Context: an optimization exercise on an open-source flow, tuned for small area and a short achievable clock period. The choices shown serve that exercise and are no tape-out recipe. Only simulation tests tie the RTL to the original design; equivalence was not proved. No driver is modelled on the clock port, so clocking that relies on it looks cheaper here than on a real chip. Power is estimated from default activity; no workload was simulated.

Design wrapper, start of the top module:
module wrapper(sclk,rst_n,ss_n,MOSI,MISO);
   localparam int DATA_SIZE = 8;
localparam int INST_SIZE = 16;
localparam int MEM_DEPTH = 128;
  input sclk, rst_n;
  input ss_n;
  input MOSI;
  output MISO;
  wire [15:0]          hi;
  wire [7:0]           lo;
  wire                 wen, wbit;
  wire [DATA_SIZE-1:0] col;
  spi_slave dut1(sclk,rst_n,ss_n,MOSI,col,MISO,hi,lo,wen,wbit);
  ram dut2(sclk,hi,lo,wen,wbit,col);
endmodule
==> flow/config.mk <==
export PLATFORM = sky130hd
export DESIGN_NAME = wrapper
export DESIGN_NICKNAME = wrapper
export VERILOG_FILES = /design/flow/design.v
export SDC_FILE = /design/flow/constraint.sdc
export NUM_CORES = 4
export LEC_CHECK = 0
export ABC_CLOCK_PERIOD_IN_PS = 2500
export CAP_MARGIN = 20
export CORE_MARGIN = 2
export CORE_UTILIZATION = 50
export PLACE_DENSITY = 0.6
export SETUP_SLACK_MARGIN = 4.5
export SLEW_MARGIN = 20
==> flow/constraint.sdc <==
create_clock -name core_clock -period 7.0 [get_ports {sclk}]
set_input_delay 1.4000 -clock core_clock [delete_from_list [all_inputs] [get_ports {sclk}]]
set_output_delay 1.4000 -clock core_clock [all_outputs]
set_load 0.01 [all_outputs]
standard.sh (not shown) runs the stock make flow with config.mk's settings and CLKGATE_MAP_FILE= SYNTH_SCRIPT=/design/flow/synth_recipe.tcl, a recipe that flattens the netlist after the stock synthesis.
==> flow/flow/run.sh <==
#!/bin/bash
# Standard layout, with clock tree synthesis told to build larger sink
# clusters and to add no dummy loads.
set -euo pipefail
export CTS_ARGS="-sink_clustering_enable -repair_clock_nets -dont_use_dummy_load -sink_clustering_size 30 -sink_clustering_max_diameter 80"
bash standard.sh > standard.log 2>&1
The baseline passed the timing, DRC and antenna checks.
==> next run, changes <==
- CORE_UTILIZATION: 50 -> 80
- PLACE_DENSITY: 0.6 -> 0.85
Effect:
- wire length is about the same
- clock-buffer cell count drops by 1
- clock power drops by about 2%
- global-route usage grows by 15 points
- synthesized cell count does not change
- area after synthesis is unchanged
- final cell count is lower by 9.8%
- final area decreases by 0.91%
- clock skew went down by 18 ps
==> next run, changes <==
==> flow/flow/run.sh (replaced) <==
#!/bin/bash
# Standard layout, with clock tree synthesis told to build larger sink
# clusters and to add no dummy loads, and an earlier clock for the
# registers that launch the longest internal paths (flow/post_cts.tcl).
set -euo pipefail
export CTS_ARGS="-sink_clustering_enable -repair_clock_nets -dont_use_dummy_load -sink_clustering_size 30 -sink_clustering_max_diameter 80"
export POST_CTS_TCL="$(pwd)/flow/post_cts.tcl"
bash standard.sh > standard.log 2>&1
==> flow/flow/post_cts.tcl (new file) <==
# Useful skew for register-to-register paths inside the design: the address
# decode registers (hi, lo), the write data and write counter (wd, wcnt) and
# the ring phase (ph) launch the longest internal paths (the read tree into rd
# and the writes into the rings). They take no input port and drive no output
# port. Their clock is taken from the clock tree's root net through buffers
# of their own, one per quadrant around their centre, so it arrives earlier
# than at the leaves of the tree.
set block [ord::get_db_block]
set root_net [[[$block findInst clkbuf_0_sclk] findITerm X] getNet]
set targets {}
foreach inst [$block getInsts] {
  if {[regexp {^dut1\.(hi|lo|wd|wcnt|ph)\\?\[} [$inst getName]]} { lappend targets $inst }
}
proc centre {insts} {
  set sx 0
  set sy 0
  foreach i $insts {
    set bb [$i getBBox]
    set sx [expr {$sx + ([$bb xMin] + [$bb xMax]) / 2}]
    set sy [expr {$sy + ([$bb yMin] + [$bb yMax]) / 2}]
  }
  return [list [expr {$sx / [llength $insts]}] [expr {$sy / [llength $insts]}]]
}
lassign [centre $targets] cx cy
array set group {}
foreach i $targets {
  set bb [$i getBBox]
  set q [expr {(([$bb xMin] + [$bb xMax]) / 2 >= $cx) + 2 * ((([$bb yMin] + [$bb yMax]) / 2) >= $cy)}]
  lappend group($q) $i
}
set master [[ord::get_db] findMaster sky130_fd_sc_hd__clkbuf_8]
foreach q [array names group] {
  lassign [centre $group($q)] gx gy
  set buf [odb::dbInst_create $block $master clkbuf_early_${q}_sclk]
  $buf setLocation $gx $gy
  $buf setPlacementStatus PLACED
  set net [odb::dbNet_create $block clknet_early_${q}_sclk]
  $net setSigType CLOCK
  [$buf findITerm A] connect $root_net
  [$buf findITerm X] connect $net
  foreach i $group($q) {
    set it [$i findITerm CLK]
    $it disconnect
    $it connect $net
  }
  puts "early clock: [llength $group($q)] registers on clknet_early_${q}_sclk, buffer at $gx $gy"
}
global_connect
detailed_placement
check_placement -verbose
- CORE_UTILIZATION: 80 -> 70
- PLACE_DENSITY: 0.85 -> 0.75
=>
- hold slack gets worse by 8.1 ps
- combinational power shrinks by 2.9%
- total power is about the same
- via count shrinks by 4.1%
- die area rose by 14%

---

The RTL this note starts from:
==> flow/design.v <==
localparam int DATA_SIZE = 8;
localparam int INST_SIZE = 16;
localparam int MEM_DEPTH = 128;
module spi_slave (sclk, rst_n, ss_n, MOSI, col, MISO, hi, lo, wen, wbit);
   localparam int DATA_SIZE = 8;
localparam int INST_SIZE = 16;
localparam int MEM_DEPTH = 128;
  input                  sclk, rst_n;
  input                  ss_n;
  input                  MOSI;
  input  [DATA_SIZE-1:0] col;
  output reg             MISO;
  output reg [15:0]      hi;
  output reg [7:0]       lo;
  output                 wen;
  output                 wbit;
  reg       act;    
  reg [4:0] cnt;    
  reg       isw;    
  reg [DATA_SIZE-1:0] sr;      
  reg [DATA_SIZE-1:0] wd;      
  reg [3:0]           wcnt;    
  reg [2:0]           ph;      
  reg [DATA_SIZE-1:0] rd;      
  always @(posedge sclk) begin
    sr <= {sr[DATA_SIZE-2:0], MOSI};
    ph <= ph + 3'd1;
    rd <= col;
    if (act && cnt == 5'd8) begin
      hi <= 16'd1 << sr[6:3];
      lo <= 8'd1 << sr[2:0];
    end
    if (act && cnt == 5'd16 && isw) begin
      wd   <= sr;
      wcnt <= 4'd8;
    end
    else if (wcnt != 4'd0)
      wcnt <= wcnt - 4'd1;
  end
  assign wen  = (wcnt != 4'd0);
  assign wbit = wd[ph];
  wire [2:0] tap = cnt[2:0] - 3'd1 - ph;
  always @(posedge sclk or negedge rst_n) begin
    if (!rst_n) begin
      act  <= 1'b0;
      cnt  <= 5'd0;
      isw  <= 1'b0;
      MISO <= 1'b0;
    end
    else if (!act) begin
      MISO <= 1'b0;
      cnt  <= 5'd0;
      if (!ss_n)
        act <= 1'b1;
    end
    else begin
      if (ss_n)
        act <= 1'b0;
      if (cnt != 5'd31)
        cnt <= cnt + 5'd1;
      if (cnt == 5'd0)
        isw <= MOSI;
      if (!isw && cnt >= 5'd10 && cnt <= 5'd17)
        MISO <= rd[tap];
    end
  end
endmodule
module ram (clk, hi, lo, wen, wbit, col);
   localparam int DATA_SIZE = 8;
localparam int INST_SIZE = 16;
localparam int MEM_DEPTH = 128;
  input                  clk;
  input  [15:0]          hi;
  input  [7:0]           lo;
  input                  wen;    
  input                  wbit;   
  output [DATA_SIZE-1:0] col;    
  wire [DATA_SIZE-1:0] part [0:MEM_DEPTH-1];
  genvar r;
  generate
    for (r = 0; r < MEM_DEPTH; r = r + 1) begin : g
      reg [DATA_SIZE-1:0] q;
      wire sel = hi[r / 8] & lo[r % 8];
      always @(posedge clk)
        q <= {(sel & wen) ? wbit : q[0], q[DATA_SIZE-1:1]};
      assign part[r] = q & {DATA_SIZE{sel}};
    end
  endgenerate
  reg [DATA_SIZE-1:0] acc;
  integer i;
  always @(*) begin
    acc = {DATA_SIZE{1'b0}};
    for (i = 0; i < MEM_DEPTH; i = i + 1)
      acc = acc | part[i];
  end
  assign col = acc;
endmodule
module wrapper(sclk,rst_n,ss_n,MOSI,MISO);
   localparam int DATA_SIZE = 8;
localparam int INST_SIZE = 16;
localparam int MEM_DEPTH = 128;
  input sclk, rst_n;
  input ss_n;
  input MOSI;
  output MISO;
  wire [15:0]          hi;
  wire [7:0]           lo;
  wire                 wen, wbit;
  wire [DATA_SIZE-1:0] col;
  spi_slave dut1(sclk,rst_n,ss_n,MOSI,col,MISO,hi,lo,wen,wbit);
  ram dut2(sclk,hi,lo,wen,wbit,col);
endmodule
export LEC_CHECK = 0
export ABC_CLOCK_PERIOD_IN_PS = 2500
export CAP_MARGIN = 20
export CORE_MARGIN = 2
export CORE_UTILIZATION = 75
export PLACE_DENSITY = 0.8
export SETUP_SLACK_MARGIN = 4.5
export SLEW_MARGIN = 20
create_clock -name core_clock -period 7.0 [get_ports {sclk}]
==> flow/flow/run.sh <==
#!/bin/bash
# Standard layout, with clock tree synthesis told to build larger sink
# clusters and to add no dummy loads, and an earlier clock for the
# registers that launch the longest internal paths (flow/post_cts.tcl).
set -euo pipefail
export CTS_ARGS="-sink_clustering_enable -repair_clock_nets -dont_use_dummy_load -sink_clustering_size 30 -sink_clustering_max_diameter 80"
export POST_CTS_TCL="$(pwd)/flow/post_cts.tcl"
bash standard.sh > standard.log 2>&1
==> flow/flow/post_cts.tcl <==
# Useful skew for register-to-register paths inside the design: the address
# decode registers (hi, lo), the write data and write counter (wd, wcnt) and
# the ring phase (ph) launch the longest internal paths (the read tree into rd
# and the writes into the rings). They take no input port and drive no output
# port. Their clock is taken from the clock tree's root net through buffers
# of their own, one per quadrant around their centre, so it arrives earlier
# than at the leaves of the tree.
set block [ord::get_db_block]
set root_net [[[$block findInst clkbuf_0_sclk] findITerm X] getNet]
set targets {}
foreach inst [$block getInsts] {
  if {[regexp {^dut1\.(hi|lo|wd|wcnt|ph)\\?\[} [$inst getName]]} { lappend targets $inst }
}
proc centre {insts} {
  set sx 0
  set sy 0
  foreach i $insts {
    set bb [$i getBBox]
    set sx [expr {$sx + ([$bb xMin] + [$bb xMax]) / 2}]
    set sy [expr {$sy + ([$bb yMin] + [$bb yMax]) / 2}]
  }
  return [list [expr {$sx / [llength $insts]}] [expr {$sy / [llength $insts]}]]
}
lassign [centre $targets] cx cy
array set group {}
foreach i $targets {
  set bb [$i getBBox]
  set q [expr {(([$bb xMin] + [$bb xMax]) / 2 >= $cx) + 2 * ((([$bb yMin] + [$bb yMax]) / 2) >= $cy)}]
  lappend group($q) $i
}
set master [[ord::get_db] findMaster sky130_fd_sc_hd__clkbuf_8]
foreach q [array names group] {
  lassign [centre $group($q)] gx gy
  set buf [odb::dbInst_create $block $master clkbuf_early_${q}_sclk]
  $buf setLocation $gx $gy
  $buf setPlacementStatus PLACED
  set net [odb::dbNet_create $block clknet_early_${q}_sclk]
  $net setSigType CLOCK
  [$buf findITerm A] connect $root_net
  [$buf findITerm X] connect $net
  foreach i $group($q) {
    set it [$i findITerm CLK]
    $it disconnect
    $it connect $net
  }
  puts "early clock: [llength $group($q)] registers on clknet_early_${q}_sclk, buffer at $gx $gy"
}
global_connect
detailed_placement
check_placement -verbose
==> next run, changes <==
==> flow/flow/run.sh (replaced) <==
#!/bin/bash
# Standard layout, with clock tree synthesis told to build larger sink
# clusters and to add no dummy loads.
set -euo pipefail
export CTS_ARGS="-sink_clustering_enable -repair_clock_nets -dont_use_dummy_load -sink_clustering_size 30 -sink_clustering_max_diameter 80"
bash standard.sh > standard.log 2>&1
--- a/flow/config.mk
+++ b/flow/config.mk
@@ -9,6 +9,6 @@
 export CAP_MARGIN = 20
 export CORE_MARGIN = 2
-export CORE_UTILIZATION = 75
-export PLACE_DENSITY = 0.8
+export CORE_UTILIZATION = 70
+export PLACE_DENSITY = 0.75
 export SETUP_SLACK_MARGIN = 4.5
 export SLEW_MARGIN = 20
removed: flow/flow/post_cts.tcl
Power shrinks by 0.69%.
Cell count grows by 2.9%.
Via count stays flat.
==> next run, changes <==
==> flow/flow/run.sh (replaced) <==
#!/bin/bash
# Standard layout, with clock tree synthesis told to build larger sink
# clusters and to add no dummy loads.
set -euo pipefail
export CTS_ARGS="-sink_clustering_enable -repair_clock_nets -dont_use_dummy_load -sink_clustering_size 18 -sink_clustering_max_diameter 60 -buf_list sky130_fd_sc_hd__clkbuf_8 -root_buf sky130_fd_sc_hd__clkbuf_16"
bash standard.sh > standard.log 2>&1
Outcome: Register-to-register slack is about the same. Synthesized area does not change. Via count came out lower slightly. Clock skew came out lower by 0.035 ns. Cell count came out higher slightly. Routed wire length came out lower slightly. Flip-flop and latch count does not change. Combinational power came out lower slightly. Power stays flat.
==> next run, changes <==
==> flow/run.sh (new file) <==
#!/bin/bash
# synth_recipe.tcl (not shown) runs the flow's synth.tcl, then flattens the netlist and writes it again
# the make line also repeats each setting of config.mk as NAME=value (left out here)
make -C /OpenROAD-flow-scripts/flow DESIGN_CONFIG=/design/flow/config.mk WORK_HOME=/design/flow/orfs CLKGATE_MAP_FILE= SYNTH_SCRIPT=/design/flow/synth_recipe.tcl finish
--- a/flow/config.mk
+++ b/flow/config.mk
@@ -9,6 +9,8 @@
 export CAP_MARGIN = 20
 export CORE_MARGIN = 2
-export CORE_UTILIZATION = 70
-export PLACE_DENSITY = 0.75
+export CORE_UTILIZATION = 50
+export CTS_BUF_LIST = sky130_fd_sc_hd__clkbuf_4 sky130_fd_sc_hd__clkbuf_8
+export CTS_CLUSTER_SIZE = 30
+export PLACE_DENSITY = 0.6
 export SETUP_SLACK_MARGIN = 4.5
 export SLEW_MARGIN = 20
removed: flow/flow/run.sh
removed: flow/standard.sh
Outcome: The changed run ran to the end with no violations. Setup slack got worse by 0.15 ns. Global-route usage fell by 8.3 points. Total power rose by 22%. Routed wire length rose by 7.8%.
==> next run, changes <==
==> flow/flow/run.sh (new file) <==
#!/bin/bash
# Standard layout, with clock tree synthesis told to build larger sink
# clusters and to add no dummy loads.
set -euo pipefail
export CTS_ARGS="-sink_clustering_enable -repair_clock_nets -dont_use_dummy_load -sink_clustering_size 30 -sink_clustering_max_diameter 80"
bash standard.sh > standard.log 2>&1
==> flow/standard.sh (new file) <==
#!/bin/bash
# synth_recipe.tcl (not shown) runs the flow's synth.tcl, then flattens the netlist and writes it again
# the make line also repeats each setting of config.mk as NAME=value (left out here)
make -C /OpenROAD-flow-scripts/flow DESIGN_CONFIG=/design/flow/config.mk WORK_HOME=/design/flow/orfs CLKGATE_MAP_FILE= SYNTH_SCRIPT=/design/flow/synth_recipe.tcl "${@:-finish}"
==> flow/config.mk (replaced) <==
export PLATFORM = sky130hd
export DESIGN_NAME = wrapper
export DESIGN_NICKNAME = wrapper
export VERILOG_FILES = /design/flow/design.v
export SDC_FILE = /design/flow/constraint.sdc
export NUM_CORES = 4
export LEC_CHECK = 0
export ABC_CLOCK_PERIOD_IN_PS = 2500
export CAP_MARGIN = 20
export CORE_MARGIN = 2
export CORE_UTILIZATION = 70
export PLACE_DENSITY = 0.75
export SETUP_SLACK_MARGIN = 4.2
export SLEW_MARGIN = 20
removed: flow/run.sh
=> Global-route usage climbs by 8.3 points. Cell area drops by about 8%. Via count drops by 2.8%. Hold slack is worse by 0.027 ns.

[port drivers added, routing unchanged]
No port has a modelled driver above. Below, the same layouts with a new extraction and two added sets of constraints. Step 1, drivers: a clkbuf_16 drives sclk and a buf_2 each remaining input, both assumed. Step 2, shift: input delay + t, output delay - t, t = (earliest + latest rising clock arrival at the registers) / 2. This alone moves slack from input paths to output paths. Three values: ideal, step 1, step 2; two values: the first two.
| run | t (ns) | setup WS [ns] | latest minus earliest clock arrival (ns) | worst data-port slew with drivers (ns) | cell pins on the clock port's net |
|---|---|---|---|---|---|
| the first run of note 1 | 0.666 | 4.306 / 4.306 / 4.306 | 0.066 / 0.066 | 0.03 | 1 |
| the second run of note 1 | 0.665 | 4.305 / 4.305 / 4.305 | 0.048 / 0.049 | 0.04 | 1 |
| the third run of note 1 | 0.561 | 4.474 / 4.413 / 4.518 | 0.329 / 0.329 | 0.03 | 1 |
| the first run of note 2 | 0.578 | 4.476 / 4.419 / 4.527 | 0.342 / 0.343 | 0.03 | 1 |
| the second run of note 2 | 0.650 | 4.420 / 4.400 / 4.420 | 0.075 / 0.075 | 0.03 | 1 |
| the third run of note 2 | 0.653 | 4.425 / 4.425 / 4.425 | 0.038 / 0.039 | 0.03 | 1 |
| the fourth run of note 2 | 0.863 | 4.277 / 4.216 / 4.317 | 0.040 / 0.039 | 0.03 | 1 |
| the fifth run of note 2 | 0.658 | 4.156 / 4.156 / 4.156 | 0.070 / 0.070 | 0.03 | 1 |
Clock arrivals are far apart in the third run of note 1 and the first run of note 2, so t is only a midpoint there and step 2 fits no single register.
